Background: an optimization exercise with open tools, aiming at small area and a short achievable clock period. Do not read the settings as production practice.
Where RTL was checked, it was by simulation tests only, not by an equivalence proof against the original.

==> build 23: inputs <==
// sigma_delta_ADC
module sigma_delta_ADC(
    input clk,
    input reset,
    input [23:0] analog_in,
    output [32:0] digital_out
);
Settings: LEC_CHECK=0, CAP_MARGIN=20, CORE_MARGIN=2, CORE_UTILIZATION=40, SETUP_SLACK_MARGIN=2.4, SLEW_MARGIN=20, SYNTH_HIERARCHICAL=1, SYNTH_MINIMUM_KEEP_SIZE=0; clock period 4.0 ns.
run.sh (not shown) runs the stock make flow with config.mk's settings and CLKGATE_MAP_FILE= SYNTH_SCRIPT=/design/flow/synth_recipe.tcl, a recipe that flattens the netlist after the stock synthesis.
==> build 3: changes against build 23 <==
Settings changed: SETUP_SLACK_MARGIN 2.4 to unset.
==> notes.md <==
Result of the run: build 23 complete, no violations; build 3 complete, no violations
Number of global-route vias before repair: build 23 9666; build 3 9346
Global-route wire length before repair: build 23 43000 µm; build 3 41300 µm
Non-clock buffer instance count of the final layout: build 23 129; build 3 51
Peak clock frequency supported by timing: build 23 465 MHz; build 3 363 MHz
Worst setup slack before clock tree synthesis: build 23 1.43 ns; build 3 1.23 ns
Clk Latency, worst-skew pair: build 23 0.52 ns; build 3 0.53 ns
Worst path arrival time: build 23 1.35 ns; build 3 1.95 ns
Smallest hold slack: build 23 0.443 ns; build 3 0.458 ns
Finished Core Util: build 23 45.9%; build 3 41.6%
WL/cell: build 23 11.5 µm; build 3 10.8 µm
Metal2 WL: build 23 12900 µm; build 3 11000 µm
Unrepaired setup endpoints after global routing: build 23 yes; build 3 no
Final Instance Count excl. Fillers: build 23 2241; build 3 2165
Total area of multi-input combinational cells: build 23 8040 µm²; build 3 7360 µm²
Data-path buffer share of cell area in the final layout: build 23 7.64%; build 3 3.49%
Fraction of area in registers: build 23 32.3%; build 3 35.0%
Number of clock buffers in the layout: build 23 30; build 3 36
Layout Cell Area excl Fill: build 23 16800 µm²; build 3 15200 µm²
Worst-case clock skew: build 23 0.00908 ns; build 3 0.0114 ns
Start point of the worst min-delay path: build 23 integ[4].cy; build 3 integ[3].cy

========
==> inputs of run a <==
==> flow/design.v <==
module sigma_delta_ADC(
    input clk,
    input reset,
    input [23:0] analog_in,
    output reg [32:0] digital_out
);
reg [23:0] integrator1;
reg [23:0] integrator2;
reg [23:0] integrator3;
reg [23:0] integrator4;
reg [23:0] integrator5;
reg [23:0] integrator6;
reg [23:0] integrator7;
reg [23:0] integrator8;
reg [23:0] feedback;
always @(posedge clk or posedge reset) begin
    if (reset) begin
        integrator1 <= 0;
        integrator2 <= 0;
        integrator3 <= 0;
        integrator4 <= 0;
        integrator5 <= 0;
        integrator6 <= 0;
        integrator7 <= 0;
        integrator8 <= 0;
        feedback <= 0;
        digital_out <= 0;
    end else begin
        integrator1 <= integrator1 + analog_in - feedback;
        integrator2 <= integrator2 + integrator1 - feedback;
        integrator3 <= integrator3 + integrator2 - feedback;
        integrator4 <= integrator4 + integrator3 - feedback;
        integrator5 <= integrator5 + integrator4 - feedback;
        integrator6 <= integrator6 + integrator5 - feedback;
        integrator7 <= integrator7 + integrator6 - feedback;
        integrator8 <= integrator8 + integrator7 - feedback;
        if (integrator8 > 23'd8388607) begin
            feedback <= 24'hFFFFFF;
        end else begin
            feedback <= 0;
        end
        digital_out <= {feedback, 8'b00000000};
    end
end
endmodule
==> flow/run.sh <==
#!/bin/bash
# synth_recipe.tcl (not shown) runs the flow's synth.tcl, then flattens the netlist and writes it again
# the make line also repeats each setting of config.mk as NAME=value (left out here)
make -C /OpenROAD-flow-scripts/flow DESIGN_CONFIG=/design/flow/config.mk WORK_HOME=/design/flow/orfs CLKGATE_MAP_FILE= SYNTH_SCRIPT=/design/flow/synth_recipe.tcl finish
==> flow/config.mk <==
export PLATFORM = sky130hd
export DESIGN_NAME = sigma_delta_ADC
export DESIGN_NICKNAME = sigma_delta_ADC
export VERILOG_FILES = /design/flow/design.v
export SDC_FILE = /design/flow/constraint.sdc
export NUM_CORES = 4
export LEC_CHECK = 0
export CAP_MARGIN = 20
export CORE_MARGIN = 2
export CORE_UTILIZATION = 40
export SLEW_MARGIN = 20
==> flow/constraint.sdc <==
create_clock -name core_clock -period 4.0 [get_ports {clk}]
set_input_delay 0.8000 -clock core_clock [delete_from_list [all_inputs] [get_ports {clk}]]
set_output_delay 0.8000 -clock core_clock [all_outputs]
set_load 0.01 [all_outputs]
==> run b: changes against run a <==
==> flow/design.v (replaced) <==
module sigma_delta_ADC(
    input clk,
    input reset,
    input [23:0] analog_in,
    output [32:0] digital_out
);
wire [12*9-1:0] lo_all;   
wire [12*9-1:0] hi_all;
wire f;
reg [11:0] in_hi;         
reg        dout;
assign lo_all[11:0] = analog_in[11:0];
assign hi_all[11:0] = in_hi;
genvar k;
generate for (k = 1; k <= 8; k = k + 1) begin : integ
    reg [11:0] lo;    
    reg [11:0] hi;    
    reg        cy;    
    always @(posedge clk or posedge reset) begin
        if (reset) begin
            lo <= 12'd0;
            hi <= 12'd0;
            cy <= 1'b0;
        end else begin
            {cy, lo} <= {1'b0, lo} + {1'b0, lo_all[12*(k-1) +: 12]} + {12'd0, f};
            hi <= hi + hi_all[12*(k-1) +: 12] + {11'd0, cy};
        end
    end
    assign lo_all[12*k +: 12] = lo;
    assign hi_all[12*k +: 12] = hi;
end endgenerate
assign f = hi_all[12*8 + 11];    
always @(posedge clk or posedge reset) begin
    if (reset) begin
        in_hi <= 12'd0;
        dout <= 1'b0;
    end else begin
        in_hi <= analog_in[23:12];
        dout <= f;
    end
end
assign digital_out = {1'b0, {24{dout}}, 8'b0};
endmodule
--- a/flow/config.mk
+++ b/flow/config.mk
@@ -6,6 +6,8 @@
 export NUM_CORES = 4
 export LEC_CHECK = 0
+export ABC_CLOCK_PERIOD_IN_PS = 1500
 export CAP_MARGIN = 20
 export CORE_MARGIN = 2
 export CORE_UTILIZATION = 40
+export SETUP_SLACK_MARGIN = 2.4
 export SLEW_MARGIN = 20
==> run c: changes against run a <==
==> flow/design.v (replaced) <==
module sigma_delta_ADC(
    input clk,
    input reset,
    input [23:0] analog_in,
    output [32:0] digital_out
);
wire [12*9-1:0] lo_all;   
wire [12*9-1:0] hi_all;
wire f;
reg [11:0] in_hi;         
reg        dout;
assign lo_all[11:0] = analog_in[11:0];
assign hi_all[11:0] = in_hi;
genvar k;
generate for (k = 1; k <= 8; k = k + 1) begin : integ
    reg [11:0] lo;    
    reg [11:0] hi;    
    reg        cy;    
    always @(posedge clk or posedge reset) begin
        if (reset) begin
            lo <= 12'd0;
            hi <= 12'd0;
            cy <= 1'b0;
        end else begin
            {cy, lo} <= {1'b0, lo} + {1'b0, lo_all[12*(k-1) +: 12]} + {12'd0, f};
            hi <= hi + hi_all[12*(k-1) +: 12] + {11'd0, cy};
        end
    end
    assign lo_all[12*k +: 12] = lo;
    assign hi_all[12*k +: 12] = hi;
end endgenerate
assign f = hi_all[12*8 + 11];    
always @(posedge clk or posedge reset) begin
    if (reset) begin
        in_hi <= 12'd0;
        dout <= 1'b0;
    end else begin
        in_hi <= analog_in[23:12];
        dout <= f;
    end
end
assign digital_out = {1'b0, {24{dout}}, 8'b0};
endmodule
--- a/flow/config.mk
+++ b/flow/config.mk
@@ -6,6 +6,8 @@
 export NUM_CORES = 4
 export LEC_CHECK = 0
+export ABC_CLOCK_PERIOD_IN_PS = 1500
 export CAP_MARGIN = 20
 export CORE_MARGIN = 2
-export CORE_UTILIZATION = 40
+export CORE_UTILIZATION = 65
+export SETUP_SLACK_MARGIN = 2.4
 export SLEW_MARGIN = 20
==> notes <==
- Against run c, the worst setup slack of run a is worse by 0.95 ns.
- Sequential cell count is the same in run c and run b.
- Against run c, the global-route usage of run a is lower by 11 points.
- Of run a and run c, run c has the higher register-to-register slack (gap 0.95 ns).
- Synthesized cell count: run c is lower than run a (about 40%).
- The highest clock-buffer cell count belongs to run b, the lowest to run a.
- Against run b, the critical path depth of run a is higher by 5.
- Non-clock buffer count: run b > run c > run a.
- Die area, highest first: run a, run b, run c.
==> figures <==
metric	run a	run b	run c
Unrepaired setup endpoints after global routing	false	true	true
Adder-cell area share of the yosys netlist	0.3147	0.1967	0.1967
Post-layout utilization of the core	0.4650	0.5337	0.8511
Starting density of the core	0.4050	0.4046	0.6632
Clock latency at the later pin of the worst-skew pair	0.46 ns	0.53 ns	0.53 ns
Count of routing violations after the opening detailed-route iteration	461	306	459
Average cell area after synthesis	9.118 µm²	10.79 µm²	10.79 µm²
Deepest clock path buffer count	2	3	3
Post-Synth Simple-Gate Area	0.06955	0.08624	0.08624
Amount of wire on met3 after detailed routing	809 µm	671 µm	1.365 mm
# H-tree levels	4	1	1
HPWL after detailed placement	29.08 mm	19.83 mm	19.67 mm
Timing-limited maximum frequency	261.4 MHz	377.0 MHz	348.1 MHz
Total area of multi-input combinational cells	0.01287 mm²	0.009513 mm²	0.009433 mm²
Post-synthesis cell area	0.01934 mm²	0.01394 mm²	0.01394 mm²
Clock slew at reported path FFs	0.07 ns	0.06 ns	0.06 ns
Outcome	complete, no violations	complete, no violations	complete, no violations
Horizontal extent of the die	223.9 µm	190.7 µm	150.5 µm
Commonest non-fill, non-tap cell in the layout	inv_1	dfrtp_1	dfrtp_1
Met2 Track Usage GR	0.2753	0.2722	0.4616
Only the layout flow was run in run b and run c; the RTL was not checked for function there.

========
==> xenon: inputs <==
Another version of the RTL of sigma_delta_ADC (not shown whole).
==> flow/config.mk <==
export PLATFORM = sky130hd
export DESIGN_NAME = sigma_delta_ADC
export DESIGN_NICKNAME = sigma_delta_ADC
export VERILOG_FILES = /design/flow/design.v
export SDC_FILE = /design/flow/constraint.sdc
export NUM_CORES = 4
export LEC_CHECK = 0
export CAP_MARGIN = 20
export CORE_MARGIN = 2
export CORE_UTILIZATION = 40
export SLEW_MARGIN = 20
==> flow/constraint.sdc <==
create_clock -name core_clock -period 4.0 [get_ports {clk}]
set_input_delay 0.8000 -clock core_clock [delete_from_list [all_inputs] [get_ports {clk}]]
set_output_delay 0.8000 -clock core_clock [all_outputs]
set_load 0.01 [all_outputs]
==> inputs of harbor, as changes to xenon <==
==> flow/design.v (replaced) <==
module sigma_delta_ADC(
    input clk,
    input reset,
    input [23:0] analog_in,
    output [32:0] digital_out
);
wire [12*9-1:0] lo_all;   
wire [12*9-1:0] hi_all;
wire f;
reg [11:0] in_hi;         
reg        dout;
assign lo_all[11:0] = analog_in[11:0];
assign hi_all[11:0] = in_hi;
genvar k;
generate for (k = 1; k <= 8; k = k + 1) begin : integ
    reg [11:0] lo;    
    reg [11:0] hi;    
    reg        cy;    
    always @(posedge clk or posedge reset) begin
        if (reset) begin
            lo <= 12'd0;
            hi <= 12'd0;
            cy <= 1'b0;
        end else begin
            {cy, lo} <= {1'b0, lo} + {1'b0, lo_all[12*(k-1) +: 12]} + {12'd0, f};
            hi <= hi + hi_all[12*(k-1) +: 12] + {11'd0, cy};
        end
    end
    assign lo_all[12*k +: 12] = lo;
    assign hi_all[12*k +: 12] = hi;
end endgenerate
assign f = hi_all[12*8 + 11];    
always @(posedge clk or posedge reset) begin
    if (reset) begin
        in_hi <= 12'd0;
        dout <= 1'b0;
    end else begin
        in_hi <= analog_in[23:12];
        dout <= f;
    end
end
assign digital_out = {1'b0, {24{dout}}, 8'b0};
endmodule
==> inputs of fjord, as changes to xenon <==
Settings changed: ABC_CLOCK_PERIOD_IN_PS from default to 1200, SETUP_SLACK_MARGIN from default to 2.4.
==> impl_metrics.ini <==
[run_status]
status = complete, no violations

[layout]
clock_area_share_pct = 5.64

[logic_synthesis]
synth_adder_area_share_pct = 27.3

[timing]
fin_worst_skew_ps = 8.52
tightest_slew_ps = 816

[min_path]
whs_path_depth = 0

[setup_path]
reg2reg_to = integ[1].lo[9]$_DFF_PP0_
the above is filed under xenon

==> impl_metrics.ini <==
[run_status]
status = complete, no violations

[logic_synthesis]
synth_commonest_cells = 213 x dfrtp_1, 152 x ha_1, 146 x inv_1
synth_adder_area_share_pct = 27.3
synth_top_family_by_area = adder cells

[min_path]
whs_path_depth = 1

[setup_path]
reg2reg_to = integ[3].lo[4]$_DFF_PP0_

[layout]
clock_area_share_pct = 4.94

[timing]
tightest_slew_ps = 827
the above is filed under fjord

==> impl_metrics.ini <==
[placed_design]
placed_cells = 1777

[setup_path]
crit_chain = fa_1 > fa_1 > a21o_2 > a2111oi_4 > o31ai_2 > a21oi_2 > xnor2_1
reg2reg_to = integ[2].lo[10]$_DFF_PP0_

[timing]
fin_worst_skew_ps = 5.45
tightest_slew_ps = 705

[logic_synthesis]
synth_seq_cells = 213
synth_adder_area_share_pct = 19.7

[min_path]
whs_path_depth = 1

[layout]
clock_area_share_pct = 5.86
nFillCells = 3162

[route]
wl_um = 25000

[run_status]
status = complete, no violations
the above is filed under harbor

No run of this note included a check of the RTL's function; only the layout flow was run.

separate check: timing with driven ports:
How much do the figures lean on ideal ports? The routed layouts below were timed once more, with nothing changed but the port constraints. Step 1, drivers: a clkbuf_16 drives clk and a buf_2 each remaining input, both assumed. Step 2 also shifts input and output timing later by t, the mid clock arrival at the registers, as if the neighbouring blocks saw the same clock. Three values: no drivers, after step 1, after step 2; two values: the first two.
| run | t (ns) | setup slack, ns | worst setup path after step 2 | latest minus earliest clock arrival (ns) |
|---|---|---|---|---|
| build 23 | 0.566 | 1.850 / 1.801 / 1.874 | input to register | 0.010 / 0.011 |
| build 3 | 0.570 | 1.248 / 1.200 / 1.250 | input to register | 0.014 / 0.014 |
| run a | 0.506 | 0.174 / 0.174 / -0.135 | input to register | 0.009 / 0.008 |
| run b | 0.572 | 1.348 / 1.348 / 1.018 | input to register | 0.007 / 0.008 |
| run c | 0.569 | 1.128 / 1.128 / 1.099 | input to register | 0.015 / 0.015 |
| xenon | 0.554 | 0.936 / 0.936 / 0.587 | input to register | 0.012 / 0.011 |
| harbor | 0.569 | 1.111 / 1.111 / 0.606 | input to register | 0.009 / 0.009 |
| fjord | 0.559 | 1.442 / 1.442 / 0.929 | input to register | 0.010 / 0.010 |
With both steps, setup timing fails in run a, where it was met with ideal ports. The setup slack of fjord, which loses most, moves by 0.000 ns with the drivers and by -0.513 ns with both steps.
